This design comes from an exercise in tuning for small area and a short achievable clock period on the open sky130 flow, not from production work.
Function was checked by simulation only, so behaviour that the tests miss may differ from the original.
The flow treats the clock pin as an ideal source, which a real chip does not have.
Power figures rest on the tool's default switching activity, not on a simulated workload.

==> flow/design.v (outline; a module is shown in full before it is edited, if it fits) <==
// module multiplier: 6718 lines
// module bsel8: 3 lines
// module mfa: 4 lines
// module cpa_gp_a: 4 lines
// module cpa_gp_o: 4 lines
// module cpa_g_a: 3 lines
// module cpa_g_o: 3 lines
// module cpa_p_a: 3 lines
// module cpa_p_o: 3 lines
// module mha: 4 lines
module multiplier (
  input clock, reset,
  input unsigned [63:0] mcand, mplier,
  input [6-1:0] insn_tag_in,
  input [6-1:0] result_tag_in,
  input start,
  output [63:0] product,
  output [6-1:0] insn_tag,
  output [6-1:0] result_tag,
  output done
);
  // ...
==> flow/run.sh <==
#!/bin/bash
# synth_recipe.tcl (not shown) runs the flow's synth.tcl, then flattens the netlist and writes it again
# the make line also repeats each setting of config.mk as NAME=value (left out here)
make -C /OpenROAD-flow-scripts/flow DESIGN_CONFIG=/design/flow/config.mk WORK_HOME=/design/flow/orfs CLKGATE_MAP_FILE= SYNTH_SCRIPT=/design/flow/synth_recipe.tcl finish
==> flow/config.mk <==
export PLATFORM = sky130hd
export DESIGN_NAME = multiplier
export DESIGN_NICKNAME = multiplier
export VERILOG_FILES = /design/flow/design.v
export SDC_FILE = /design/flow/constraint.sdc
export NUM_CORES = 4
export LEC_CHECK = 0
export CAP_MARGIN = 20
export CORE_MARGIN = 2
export CORE_UTILIZATION = 35
export SETUP_SLACK_MARGIN = 3.4
export SLEW_MARGIN = 20
export SYNTH_HIERARCHICAL = 1
==> flow/constraint.sdc <==
create_clock -name core_clock -period 6.0 [get_ports {clock}]
set_input_delay 1.2000 -clock core_clock [delete_from_list [all_inputs] [get_ports {clock}]]
set_output_delay 1.2000 -clock core_clock [all_outputs]
set_load 0.01 [all_outputs]
==> results.cfg, run 1 <==
[worst_hold_path]
hold_class = reg2reg
hold_depth = 0
min_to = p_r[1][18]

[power]
clkPwrFrac_pct = 15.5
leakagePower_nw = 31.4
p_switching_mw = 24.6
p_comb_mw = 31.6
total_power_mw = 53.4
p_int_mw = 28.8

[global_route]
grt_pass1_wl_mm = 445
grt_use_total_pct = 30.8
grt-busiest-layer = met2
antenna_found_initial = 22

[setup_path]
critPathRequiredTime_ps = 6730
start_kind = register
crit_path_max_fanout = 2
crit_cells = 4
crit_path_end_kind = register
cp_slowest_cell = fa_2

[route]
met1_length_mm = 117
top_layer = met5
antenna_left = 0
vias_per_cell = 6.32
dr.first_iter.drc_count = 7197

[sta]
skew_ps = 99.2
relSlewSlack_pct = 28.3
tns_ps = 0

[placement]
place_area_um2 = 77100
dp_slack_ps = 2000

[clock_network]
numCtsBuffers = 119
cts_max_level = 3
cts-root-buf = clkbuf_16

[floorplan]
io_pins = 220
die_height_um = 450

[final_layout]
drive_gt1_share_pct = 37.6
nFlopsAndLatches = 1138
buf_share_pct = 7.53
seq_area_share_pct = 26.6
clkCellAreaFrac_pct = 5.04

[status]
status = timing/DRC/antenna clean

[logic_synthesis]
synth.avg_cell_area_um2 = 12.6
synth_area_um2 = 69600
==> run 2, diff against run 1 <==
==> flow/flow/run.sh (new file) <==
#!/bin/bash
# Standard layout, with one extra step after global placement: cells that synthesis sized up
# but that are off the critical paths are sized back down (OpenROAD power recovery, which
# keeps every path within the same setup margin the flow repairs to).
set -uo pipefail
R=orfs/results/$FLOW_PLATFORM/multiplier/base
bash standard.sh synth > log_synth.txt 2>&1 || exit 1
bash standard.sh place > log_place.txt 2>&1 || exit 1
openroad -no_init -exit flow/downsize.tcl > log_downsize.txt 2>&1 || exit 1
bash standard.sh > log_rest.txt 2>&1 || exit 1
==> flow/flow/downsize.tcl (new file) <==
# Size every combinational cell that synthesis sized up back to its smallest (_1) variant.
# The later repair steps of the standard flow size up again only what timing needs.
set R orfs/results/$::env(FLOW_PLATFORM)/multiplier/base
set P $::env(FLOW_HOME)/platforms/$::env(FLOW_PLATFORM)
read_db $R/3_place.odb
read_liberty $P/lib/sky130_fd_sc_hd__tt_025C_1v80.lib
read_sdc $R/3_place.sdc
source $P/setRC.tcl
estimate_parasitics -placement
puts "before: area [rsz::design_area] ws [worst_slack -max]"
set n 0
foreach inst [get_cells *] {
  set name [get_property $inst full_name]
  if {[string match input* $name] || [string match output* $name]} { continue }
  set lc [get_property $inst ref_name]
  if {[regexp {^(sky130_fd_sc_hd__[a-z0-9]+)_([0-9]+)$} $lc -> base drive] && $drive > 1} {
    if {[regexp {df|dl|sdf|edf|clk|conb|tap|fill|decap|diode|probe|lpflow} $base]} { continue }
    set new [get_lib_cells -quiet ${base}_1]
    if {[llength $new]} { replace_cell $inst $new; incr n }
  }
}
puts "downsized $n"
detailed_placement
estimate_parasitics -placement
puts "after: area [rsz::design_area] ws [worst_slack -max]"
write_db $R/3_place.odb
==> flow/standard.sh (new file) <==
#!/bin/bash
# synth_recipe.tcl (not shown) runs the flow's synth.tcl, then flattens the netlist and writes it again
# the make line also repeats each setting of config.mk as NAME=value (left out here)
make -C /OpenROAD-flow-scripts/flow DESIGN_CONFIG=/design/flow/config.mk WORK_HOME=/design/flow/orfs CLKGATE_MAP_FILE= SYNTH_SCRIPT=/design/flow/synth_recipe.tcl "${@:-finish}"
removed: flow/run.sh
==> results.cfg, run 2 <==
[floorplan]
rows = 163
core_um2 = 197000
io_pins = 220
die_area_um2 = 202000
start_util_pct = 35.3
die_height_um = 450
fp.dieW_um = 450

[sta]
drv_slew = 0
skew_ps = 64.2
worstMarginPinSlew_ps = 1040
relSlewSlack_pct = 30.6
rsz0062_at_grt = true
tns_ps = 0
fmax_mhz = 374
setup_viol = 0
period_needed_ps = 2670
hold_viol = 0
fin_crit_sh_pct = 44.5

[final_layout]
biggestRegsByFlops = p_r: 320 flops, s_a3: 64 flops, s_a: 63 flops
final_cell_mix = dfxtp_1 (954), xnor2_1 (771), a22o_1 (715), a221oi_1 (641), fa_1 (554)
nNetsFinal = 7175
largest_reg_flops = 320
drive_gt1_share_pct = 21.4
final_common_cell = dfxtp_1
regMostFlops = p_r
multi_input_area_um2 = 43900
fillCellCount = 19200
area_growth_pct = 16.5
final-seq-area_um2 = 23300

[route]
dr.first_iter.drc_count = 7269
dr.pass1.iters = 7
drc = 0
vias_per_cell = 6.31
wirelength_mm = 324
num_vias = 57000
avgRoutedWirePerCell_um = 35.9
antenna_left = 0

[clock_network]
clk_pin_slew_ps = 70
numCtsBuffers = 121
cts-root-buf = clkbuf_16
cts_tree = yes
clockBufferDepth = 3
cts_max_level = 3
cts_sinks = 1138
clk_latency_ps = 850

[placement]
hpwl_mm = 201
place_congestion = 1.00
io_buffers = 219

[worst_hold_path]
hold_class = reg2reg

[power]
peakVddDrop_mv = 0.572
clkPwrFrac_pct = 16.0
pwr_density_cell_nw_per_um2 = 632
pwr-share-comb_pct = 57.7
p_sw_share_pct = 45.7
p_seq_share_pct = 26.3
leakagePower_nw = 29.2
p_switching_mw = 23.4
p_int_mw = 27.9
total_power_mw = 51.3

[global_route]
grt_pass1_vias = 57200
grt_pass1_wl_mm = 444
antenna_found_initial = 25
grt_max_degree = 55
overflow = 0
grt_use_total_pct = 30.6

[setup_path]
critPathRequiredTime_ps = 6740
worstSetupPathType = reg2reg
crit_path_end_kind = register
slowest_delay_ps = 620
arrival_ps = 3410
cp_top_family = adder cells
worst-path-buf-inv = 0
crit_chain = fa_1 > fa_2 > fa_1 > fa_2
cp_slowest_cell = fa_2
crit_path_max_fanout = 1
start_kind = register

[flow_run]
maxCapViolCount = 0

[logic_synthesis]
ys_warn_count = 10
synth.avg_cell_area_um2 = 12.6
synthCells = 5532
synth_area_um2 = 69600

[status]
status = timing/DRC/antenna clean
[run 2: layer usage]
metal	wire length, um	vias to the layer above	GRT usage, %	part of all wire [%]
li1	-	22700	-	-
met4	27800	32	20.6	8.6
met1	116000	28200	35.3	36
met3	43900	1559	13.6	14
met2	136000	4590	45.5	42
met5	694	-	0.568	0.21
[run 2: what timing repair did]
| item | in CTS | in global routing |
|---|---|---|
| gates resized for setup | 1457 | 500 |
| hold endpoints to repair | 0 | 0 |
| gates cloned | 1 | 0 |
| pin swaps | 49 | 89 |
| buffers inserted | 106 | 81 |
| setup endpoints to repair | 539 | 276 |
| hold buffers | 0 | 0 |
[run 2: stage by stage]
stage	hold slack, ps	instances	util (%)	area, um^2	setup WS, ps
2_1_floorplan	310	5607	-	70500	3400
3_3_place_gp	310	8594	39.0	77100	2050
3_5_place_dp	312	8594	39.0	77100	2000
4_1_cts	318	8931	39.6	78200	3290
5_1_grt	328	9016	41.1	81100	3290
6_report	324	9037	41.1	81100	3330
[run 2: worst paths after layout]
path                            startpoint          to  slack, ps  cells past startpoint
worst max-delay path               r1_1650     r2_2348       3330                      4
worst min-delay path            p_r[0][56]  p_r[1][56]        320                      0
worst max register to register     r1_1650     r2_2348       3330                      4
worst min register to register  p_r[0][56]  p_r[1][56]        320                      0
[run 2: power by group through the flow]
stage / combinational, mW / sequential [mW] / clock [mW]
2_1_floorplan: 16.4 / 13.1 / 0
3_3_place_gp: 27.5 / 13.9 / 0
3_5_place_dp: 27.8 / 13.9 / 0
4_1_cts: 27.4 / 13.5 / 8.33
5_1_grt: 31.6 / 13.6 / 8.64
6_report: 29.6 / 13.5 / 8.21
[run 2: cell type report]
class	instances	area share, %
Clock inverter	70	1.23
Timing Repair Buffer	535	7.41
Clock buffer	160	4.24
Multi-Input combinational cell	4430	54.1
Tap cell	2640	4.07
Antenna cell	25	0.0771
Inverter	39	0.180
Sequential cell	1138	28.7
==> run 3, diff against run 2 <==
==> flow/flow/run.sh (replaced) <==
#!/bin/bash
# Standard layout with two changes, both after synthesis:
#  - after global placement, combinational cells that synthesis sized up are set back to their
#    smallest size and the port buffers to plain buffers (flow/downsize.tcl); the flow's own
#    timing repair then sizes up only what the setup margin needs;
#  - clock tree synthesis without dummy loads, with larger sink clusters (fewer leaf buffers).
# Each tool's output goes to a log file of its own in this folder.
set -uo pipefail
export CTS_ARGS="-sink_clustering_enable -repair_clock_nets -dont_use_dummy_load -sink_clustering_size 20 -sink_clustering_max_diameter 150"
bash standard.sh synth > log_1_synth.txt 2>&1 || exit 1
bash standard.sh place > log_2_floorplan_place.txt 2>&1 || exit 1
openroad -no_init -exit flow/downsize.tcl > log_3_downsize.txt 2>&1 || exit 1
bash standard.sh > log_4_cts_route_finish.txt 2>&1 || exit 1
--- a/flow/flow/downsize.tcl
+++ b/flow/flow/downsize.tcl
@@ -1,3 +1,4 @@
-# Size every combinational cell that synthesis sized up back to its smallest (_1) variant.
-# The later repair steps of the standard flow size up again only what timing needs.
+# Set every combinational cell that synthesis sized up back to its smallest (_1) variant, and
+# the port buffers to plain buffers. The later repair steps of the standard flow size up again
+# only what the setup margin needs.
 set R orfs/results/$::env(FLOW_PLATFORM)/multiplier/base
@@ -11,6 +12,11 @@
 set n 0
+set nport 0
+set pbuf [get_lib_cells sky130_fd_sc_hd__buf_2]
 foreach inst [get_cells *] {
   set name [get_property $inst full_name]
-  if {[string match input* $name] || [string match output* $name]} { continue }
   set lc [get_property $inst ref_name]
+  if {[string match input* $name] || [string match output* $name]} {
+    if {[string match *clkdlybuf* $lc]} { replace_cell $inst $pbuf; incr nport }
+    continue
+  }
   if {[regexp {^(sky130_fd_sc_hd__[a-z0-9]+)_([0-9]+)$} $lc -> base drive] && $drive > 1} {
@@ -21,3 +27,3 @@
 }
-puts "downsized $n"
+puts "downsized $n, port buffers replaced $nport"
 detailed_placement
==> results.cfg, run 3 <==
[sta]
relSlewSlack_pct = 31.3
whs_ps = 292
hold_viol = 0
tns_ps = 0
worstMarginPinSlew_ps = 1030
fin_ws_ps = 3310
fin_crit_sh_pct = 44.9
setup_viol = 0
skew_ps = 49.9
period_needed_ps = 2690
rsz0062_at_grt = true
drv_slew = 0
fmax_mhz = 371

[power]
leakagePower_nw = 27.6
p_seq_share_pct = 28.2
pwr-share-comb_pct = 62.1
p_int_mw = 25.1
clkPwrFrac_pct = 9.7
pwr_density_cell_nw_per_um2 = 624
p_switching_mw = 22.5
p_sw_share_pct = 47.3
peakVddDrop_mv = 0.611

[final_layout]
finish.utilization_pct = 38.7
largest_reg_flops = 320
area_growth_pct = 9.69
regMostFlops = p_r
final-seq-area_um2 = 23300
final_area_um2 = 76400
drive_gt1_share_pct = 19.7
final_common_cell = dfxtp_1
fillCellCount = 19800
multi_input_area_um2 = 42700
biggestRegsByFlops = p_r: 320 flops, s_a3: 64 flops, s_a: 63 flops
nNetsFinal = 7131
final_cell_mix = dfxtp_1 (946), xnor2_1 (772), a22o_1 (715), a221oi_1 (612), fa_1 (550)

[setup_path]
crit_path_end_kind = register
path_common_cell = fa_1
reg2reg_from = r1_1637
critPathRequiredTime_ps = 6610
crit_end = r2_2344
crit_chain = fa_1 > fa_1 > fa_1 > fa_2
worstReg2RegEnd = r2_2344
cp_slowest_cell = fa_2
arrival_ps = 3300
worstSetupPathType = reg2reg
start_kind = register
slowest_delay_ps = 700
r2r_cells = 4
cp-startpoint = r1_1637
ff2ff_setup_slack_ps = 3310
crit_path_max_fanout = 1

[floorplan]
io_pins = 220
core_um2 = 197000
fp.dieW_um = 450
die_area_um2 = 202000
rows = 163
start_util_pct = 35.3
die_height_um = 450

[logic_synthesis]
synthCells = 5532
synth_area_um2 = 69600
synth.avg_cell_area_um2 = 12.6
ys_warn_count = 10

[placement]
place_congestion = 1.00
io_buffers = 219
hpwl_mm = 201
dp_slack_ps = 2000
place_area_um2 = 77100

[clock_network]
numCtsBuffers = 68
cts_sinks = 1138
clk_pin_slew_ps = 100
holdBufCountCts = 0
cts_tree = yes
cts_max_level = 3
clockBufferDepth = 3
cts-root-buf = clkbuf_16
clk_latency_ps = 730

[route]
avgRoutedWirePerCell_um = 36.3
dr.first_iter.drc_count = 7122
num_vias = 56300
vias_per_cell = 6.35
dr.pass1.iters = 7
drc = 0
wirelength_mm = 322
antenna_left = 0

[global_route]
overflow = 0
grt_use_total_pct = 30.6
grt_max_degree = 55
grt_pass1_wl_mm = 443
antenna_found_initial = 27
grt_pass1_vias = 56900

[flow_run]
maxCapViolCount = 0

[status]
status = timing/DRC/antenna clean

[worst_hold_path]
hold_class = reg2reg
==> run 3: cell type report <==
cell class              count  share of cell area [%]
diodes                     18                  0.0590
clock buffers              68                    2.23
inverters                  39                   0.192
multi-input cells        4430                    55.9
flip-flops and latches   1138                    30.5
well taps                2640                    4.33
repair buffers            544                    6.81
==> run 3: worst max-delay path: cells and delay by family, from the launching register on <==
family	cells	cell delay, ps
adder cells (fa/ha/maj)	4	2240
flip-flops	1	340
==> run 3: stage by stage <==
stage	instances	power (mW)
2_1_floorplan	5607	29.5
3_3_place_gp	8594	41.4
3_5_place_dp	8594	41.8
4_1_cts	8775	45.6
5_1_grt	8860	50.3
6_report	8877	47.7
==> run 3: how the worst min path moves through the flow <==
stage | from | to | cells after the start
finish | rt_r[4][1] | rt_r[5][1] | 0
global route | rt_r[4][1] | rt_r[5][1] | 0
CTS | rt_r[4][1] | rt_r[5][1] | 0
detailed placement | it_r[4][0] | it_r[5][0] | 0
global placement | rt_r[6][5] | rt_r[7][5] | 0
floorplan | it_r[0][0] | it_r[1][0] | 0
==> run 3: power by group through the flow <==
stage               clock network (mW)  logic [mW]  registers, mW
floorplan                            0        16.4           13.1
global placement                     0        27.5           13.9
detailed placement                   0        27.8           13.9
CTS                               4.74        27.4           13.4
global route                      4.99        31.7           13.6
finish                            4.62        29.6           13.4
==> run 3: repair_timing <==
item | 4_1_cts | 5_1_grt
endpoints found under the hold margin | 0 | 0
pin swaps | 39 | 79
setup buffers | 112 | 84
gates resized for setup | 1092 | 341
gates cloned | 1 | 0
setup endpoints to repair | 447 | 218
==> run 3: metal layers <==
layer / vias to the layer above / global-route usage [%] / part of all wire [%]
met5: - / 0 / 0.14
met4: 36 / 20.4 / 8.9
met3: 1504 / 13.9 / 14
met2: 4462 / 45.2 / 41
met1: 27900 / 35.4 / 36
li1: 22400 / - / -

[static timing again, ports no longer ideal]
No port has a modelled driver above. Below, the same layouts with a new extraction and two added sets of constraints.
Step 1 sets driving cells, clkbuf_16 on the clock port and buf_2 on the other inputs (assumed; they add their load-dependent delay and slew).
Step 2, shift: input delay + t, output delay - t, t = (earliest + latest rising clock arrival at the registers) / 2. This alone moves slack from input paths to output paths.
Slacks: ideal / step 1 / step 2; pairs: ideal / step 1.
run	shift t [ns]	setup WS [ns]	clock arrival spread, ns	slew at the worst register clock pin (ns)	cell pins on the clock port's net
run 1	0.899	3.298 / 3.298 / 2.615	0.100 / 0.099	0.07 / 0.07	1
run 2	0.898	3.329 / 3.329 / 2.501	0.064 / 0.064	0.07 / 0.07	1
run 3	0.792	3.306 / 3.306 / 2.691	0.057 / 0.056	0.11 / 0.11	1
After both steps every run listed still meets setup and hold. For run 2, which loses most, drivers alone change the setup slack by 0.000 ns; drivers and shift together by -0.828 ns.
